This is an optimization exercise on Yosys and OpenROAD, whose aim is small area, a short achievable clock period and few clock cycles, not a production implementation.
Only simulation tests tie the RTL to the original design; equivalence was not proved.
Power and IR drop assume default switching activity.

==> 07-25: inputs <==
==> flow/design.v <==
module core #(                              
	parameter ADDR_W = 32,
	parameter INST_W = 32,
	parameter DATA_W = 32
)(
	input                   i_clk,
	input                   i_rst_n,
	output [ ADDR_W-1 : 0 ] o_i_addr,
	input  [ INST_W-1 : 0 ] i_i_inst,
	output                  o_d_wen,
	output [ ADDR_W-1 : 0 ] o_d_addr,
	output [ DATA_W-1 : 0 ] o_d_wdata,
	input  [ DATA_W-1 : 0 ] i_d_rdata,
	output [        1 : 0 ] o_status,
	output                  o_status_valid
);
reg     [31:0]  pc;          
reg             f_v;         
reg             boot;        
reg     [31:0]  sk;          
reg             sk_v;
reg     [31:0]  ir;
reg     [31:0]  r_sa, r_sb;    
reg             r_v;
reg     [31:0]  rpn;         
reg             halt;        
wire    [3:0]   r_op = ir[29:26];
wire    [4:0]   r_rs = ir[25:21];
wire    [4:0]   r_rt = ir[20:16];
wire    [4:0]   r_rd = ir[15:11];
wire    [15:0]  r_im = ir[15:0];
wire    r_lw    = (r_op == 4'd1);
wire    r_sw    = (r_op == 4'd2);
wire    r_sub   = (r_op == 4'd4);
wire    r_addi  = (r_op == 4'd5);
wire    r_or    = (r_op == 4'd6);
wire    r_xor   = (r_op == 4'd7);
wire    r_beq   = (r_op == 4'd8);
wire    r_bne   = (r_op == 4'd9);
wire    r_eof   = (r_op == 4'd10);
wire    r_br    = r_beq | r_bne;
wire    r_use_s = ~r_eof;
wire    r_use_t = ~(r_lw | r_addi | r_eof);
wire    r_wr    = r_lw | (r_op == 4'd3) | r_sub | r_addi | r_or | r_xor;
wire    r_use_im= r_lw | r_sw | r_addi;
wire    r_itype = r_lw | r_sw | r_addi | r_br;
wire    [4:0]   r_dst = (r_lw | r_addi) ? r_rt : r_rd;
reg             e_v, e_wr, e_lw, e_sw, e_sub, e_or, e_xor, e_itype, e_eof, e_arith;
reg     [4:0]   e_dst;
reg     [31:0]  e_a;
reg     [31:0]  e_y;         
reg             e_fa, e_fb, e_fy;
reg             e_beq, e_bne;
reg     [31:0]  e_tgt;       
reg     [31:0]  m_res;
reg     [31:0]  m_wdata;
reg             m_wen;
reg             m_v;
reg     [1:0]   m_status;
reg             m_wr, m_lw;
reg     [4:0]   m_dst;
reg     [31:0]  w_res;
reg             w_wr, w_lw;
reg     [4:0]   w_dst;
wire    [31:0]  rf_a, rf_b;
wire    [31:0]  w_val = w_lw ? i_d_rdata : w_res;
Register u_register (
    .i_clk  (i_clk),
    .i_rst_n(i_rst_n),
    .i_sa   (r_sa),
    .i_sb   (r_sb),
    .i_we   (w_wr),
    .i_wa   (w_dst),
    .i_wd   (w_val),
    .o_rda  (rf_a),
    .o_rdb  (rf_b)
);
wire    hit_ea = e_v & e_wr & (e_dst == r_rs);
wire    hit_eb = e_v & e_wr & (e_dst == r_rt);
wire    hit_ma = m_v & m_wr & (m_dst == r_rs);
wire    hit_mb = m_v & m_wr & (m_dst == r_rt);
wire    hit_wa = w_wr & (w_dst == r_rs);
wire    hit_wb = w_wr & (w_dst == r_rt);
wire    stall_a = r_use_s & (hit_ea ? e_lw : (hit_ma & m_lw));
wire    stall_b = r_use_t & (hit_eb ? e_lw : (hit_mb & m_lw));
wire    stall   = r_v & (stall_a | stall_b);
wire    [31:0]  r_a = hit_ma ? m_res : hit_wa ? w_val : rf_a;
wire    [31:0]  r_b = hit_mb ? m_res : hit_wb ? w_val : rf_b;
wire    [31:0]  r_tgt = rpn + {16'd0, r_im};
wire            redirect;                    
wire    issue   = ~(stall & (sk_v | f_v));
wire    r_go    = r_v & ~stall & ~halt & ~redirect;      
always @(posedge i_clk or negedge i_rst_n) begin
    if (~i_rst_n) begin
        pc   <= 32'd0;
        f_v  <= 1'b1;
        boot <= 1'b1;
        sk_v <= 1'b0;
        r_v  <= 1'b0;
        rpn  <= 32'd0;
        halt <= 1'b0;
    end
    else begin
        boot <= 1'b0;
        if (redirect) begin
            pc   <= e_tgt;
            rpn  <= e_tgt;
            f_v  <= 1'b0;
            sk_v <= 1'b0;
            r_v  <= 1'b0;
        end
        else begin
            if (issue) pc <= pc + 32'd4;
            f_v <= issue & ~boot;
            if (stall) begin
                if (~sk_v & f_v) sk_v <= 1'b1;
            end
            else begin
                sk_v <= 1'b0;
                r_v  <= sk_v | f_v;
            end
            if (~stall & (sk_v | f_v))
                rpn <= rpn + 32'd4;
        end
        if (r_go & r_eof) halt <= 1'b1;
    end
end
wire    [31:0]  nxt_inst = sk_v ? sk : i_i_inst;
always @(posedge i_clk) begin
    if (stall) begin
        if (~sk_v) sk <= i_i_inst;
    end
    else begin
        ir   <= nxt_inst;
    end
    r_sa <= 32'd1 << (stall ? r_rs : nxt_inst[25:21]);
    r_sb <= 32'd1 << (stall ? r_rt : nxt_inst[20:16]);
end
always @(posedge i_clk or negedge i_rst_n) begin
    if (~i_rst_n) begin
        e_v   <= 1'b0;
        e_wr  <= 1'b0;
        e_sw  <= 1'b0;
        e_beq <= 1'b0;
        e_bne <= 1'b0;
    end
    else begin
        e_v   <= r_go;
        e_wr  <= r_go & r_wr;
        e_sw  <= r_go & r_sw;
        e_beq <= r_go & r_beq;
        e_bne <= r_go & r_bne;
    end
end
always @(posedge i_clk) begin
    e_lw     <= r_lw;
    e_sub    <= r_sub;
    e_or     <= r_or;
    e_xor    <= r_xor;
    e_itype  <= r_itype;
    e_eof    <= r_eof;
    e_arith  <= ~(r_or | r_xor | r_br | r_eof);
    e_dst    <= r_dst;
    e_a      <= r_a;
    e_y      <= (r_use_im ? {{16{r_im[15]}}, r_im} : r_b) ^ {32{r_sub}};
    e_tgt    <= r_sw ? r_b : r_tgt;
    e_fa     <= hit_ea;
    e_fb     <= hit_eb;
    e_fy     <= hit_eb & ~r_use_im;
end
wire    [31:0]  x_a = e_fa ? m_res : e_a;
wire    [31:0]  x_b = e_fb ? m_res : e_y;
wire    [31:0]  x_sd = e_fb ? m_res : e_tgt;
wire    [31:0]  x_y = e_fy ? (m_res ^ {32{e_sub}}) : e_y;
wire    [31:0]  x_res;
wire            x_ovf;
Alu u_alu (
    .i_a        (x_a),
    .i_b        (x_b),
    .i_y        (x_y),
    .i_sub      (e_sub),
    .i_or       (e_or),
    .i_xor      (e_xor),
    .o_result   (x_res),
    .o_overflow (x_ovf)
);
wire            x_eq = (x_a == x_b);
assign  redirect = (e_beq & x_eq) | (e_bne & ~x_eq);
wire    [1:0]   x_status = e_eof ? 2'd3 : (e_arith & x_ovf) ? 2'd2 : {1'b0, e_itype};
always @(posedge i_clk or negedge i_rst_n) begin
    if (~i_rst_n) begin
        m_v   <= 1'b0;
        m_wen <= 1'b0;
        m_wr  <= 1'b0;
        w_wr  <= 1'b0;
    end
    else begin
        m_v   <= e_v;
        m_wen <= e_sw;
        m_wr  <= e_wr;
        w_wr  <= m_wr;
    end
end
always @(posedge i_clk) begin
    m_res    <= x_res;
    m_wdata  <= x_sd;
    m_status <= x_status;
    m_lw     <= e_lw;
    m_dst    <= e_dst;
    w_res    <= m_res;
    w_lw     <= m_lw;
    w_dst    <= m_dst;
end
assign  o_i_addr       = pc;
assign  o_d_wen        = m_wen;
assign  o_d_addr       = m_res;
assign  o_d_wdata      = m_wdata;
assign  o_status       = m_status;
assign  o_status_valid = m_v;
endmodule
module Register (
    input               i_clk,
    input               i_rst_n,
    input       [31:0]  i_sa,        
    input       [31:0]  i_sb,        
    input               i_we,
    input       [4:0]   i_wa,
    input       [31:0]  i_wd,
    output reg  [31:0]  o_rda,
    output reg  [31:0]  o_rdb
);
reg     [1023:0]    rf;
reg                 run;         
always @(posedge i_clk or negedge i_rst_n) begin
    if (~i_rst_n) run <= 1'b0;
    else          run <= 1'b1;
end
wire    [31:0]      wsel = (i_we ? (32'd1 << i_wa) : 32'd0) | {32{~run}};
wire    [31:0]      wd   = i_wd & {32{run}};
genvar k;
generate
    for (k = 0; k < 32; k = k + 1) begin : g_reg
        always @(posedge i_clk) begin
            if (wsel[k]) rf[32*k +: 32] <= wd;
        end
    end
endgenerate
integer j;
always @(*) begin
    o_rda = 32'd0;
    o_rdb = 32'd0;
    for (j = 0; j < 32; j = j + 1) begin
        o_rda = o_rda | ({32{i_sa[j]}} & rf[32*j +: 32]);
        o_rdb = o_rdb | ({32{i_sb[j]}} & rf[32*j +: 32]);
    end
end
endmodule
module Alu (
    input       [31:0]  i_a,
    input       [31:0]  i_b,
    input       [31:0]  i_y,
    input               i_sub,       
    input               i_or,
    input               i_xor,
    output      [31:0]  o_result,
    output              o_overflow
);
wire    [31:0]  sum = i_a + i_y + {31'd0, i_sub};
assign o_overflow = (i_a[31] == i_y[31]) & (sum[31] != i_a[31]);
assign o_result   = i_or  ? (i_a | i_b) :
                    i_xor ? (i_a ^ i_b) : sum;
endmodule
==> flow/flow/run.sh <==
#!/bin/bash
# Standard ORFS flow; timing repair aims for extra setup slack so that the
# achieved period (clock period less slack) is as short as possible.
bash standard.sh SETUP_SLACK_MARGIN=8.3 finish > standard.log 2>&1
==> flow/standard.sh <==
#!/bin/bash
# synth_recipe.tcl (not shown) runs the flow's synth.tcl, then flattens the netlist and writes it again
# the make line also repeats each setting of config.mk as NAME=value (left out here)
make -C /OpenROAD-flow-scripts/flow DESIGN_CONFIG=/design/flow/config.mk WORK_HOME=/design/flow/orfs CLKGATE_MAP_FILE= SYNTH_SCRIPT=/design/flow/synth_recipe.tcl "${@:-finish}"
==> flow/config.mk <==
export PLATFORM = sky130hd
export DESIGN_NAME = core
export DESIGN_NICKNAME = core
export VERILOG_FILES = /design/flow/design.v
export SDC_FILE = /design/flow/constraint.sdc
export NUM_CORES = 4
export LEC_CHECK = 0
export CAP_MARGIN = 20
export CORE_MARGIN = 2
export CORE_UTILIZATION = 40
export CTS_CLUSTER_DIAMETER = 60
export CTS_CLUSTER_SIZE = 20
export PLACE_DENSITY = 0.55
export SETUP_SLACK_MARGIN = 5
export SLEW_MARGIN = 20
==> flow/constraint.sdc <==
create_clock -name core_clock -period 12.0 [get_ports {i_clk}]
set_input_delay 2.4000 -clock core_clock [delete_from_list [all_inputs] [get_ports {i_clk}]]
set_output_delay 2.4000 -clock core_clock [all_outputs]
set_load 0.01 [all_outputs]
==> inputs of 05-10, as changes to 07-25 <==
CORE_UTILIZATION = 60   (was 40)
PLACE_DENSITY = 0.75   (was 0.55)
==> qor summary <==
Sw Share: 05-10 0.325; 07-25 0.330
Latest clock arrival within the worst-skew pair: 05-10 0.76 ns; 07-25 0.83 ns
Mean number of vias per cell: 05-10 8.25; 07-25 7.19
Total chip power: 05-10 14.6 mW; 07-25 15.3 mW
Status: 05-10 timing/DRC/antenna clean; 07-25 timing/DRC/antenna clean
Post-placement cell area: 05-10 66300 um2; 07-25 67300 um2
Register area: 05-10 40400 um2; 07-25 40500 um2
Via count of the first global-routing pass: 05-10 47900; 07-25 47300
Met2 Usage GRT: 05-10 0.639; 07-25 0.540
Startpoint of the worst setup timing path: 05-10 i_d_rdata[24]; 07-25 m_res[0]
Startpoint of the worst hold path: 05-10 e_sw; 07-25 e_lw
Power attributed to sequential cells: 05-10 7.44 mW; 07-25 7.50 mW
Layout clock buffer count: 05-10 119; 07-25 131
Global-route usage over all layers: 05-10 0.476; 07-25 0.359
Routed length on met3: 05-10 51500 um; 07-25 43600 um
Routability congestion estimate: 05-10 0.971; 07-25 0.898
Min Clock Period, post-route: 05-10 3.76 ns; 07-25 3.90 ns
Cell-internal power: 05-10 9.86 mW; 07-25 10.3 mW
Leakage power: 05-10 25.8 nW; 07-25 26.2 nW
Testbench counts of 07-25, summed over its fixed seeds: cycles 30,198.
Testbench counts of 05-10, summed over its fixed seeds: cycles 30,198.

what the ideal ports hide:
The flow's constraints put no driver on any port. The routed layouts listed below were extracted and timed again, unchanged, in two steps. Step 1 assumes that a clkbuf_16 drives the clock port and a buf_2 every other input. Step 2 moves the port delays by t, midway between the first and last clock arrival at a register: inputs arrive t later, outputs are due t later. That takes back most of the time a late clock gives input paths. Slacks: ideal / step 1 / step 2; pairs: ideal / step 1.
run	shift t [ns]	setup WS [ns]	worst hold slack (ns)
07-25	0.891	8.096 / 8.011 / 7.401	0.358 / 0.358 / 0.358
05-10	0.822	8.238 / 8.213 / 7.464	0.352 / 0.352 / 0.352
After both steps every run listed still meets setup and hold. The setup slack of 05-10, which loses most, moves by -0.025 ns with the drivers and by -0.774 ns with both steps.
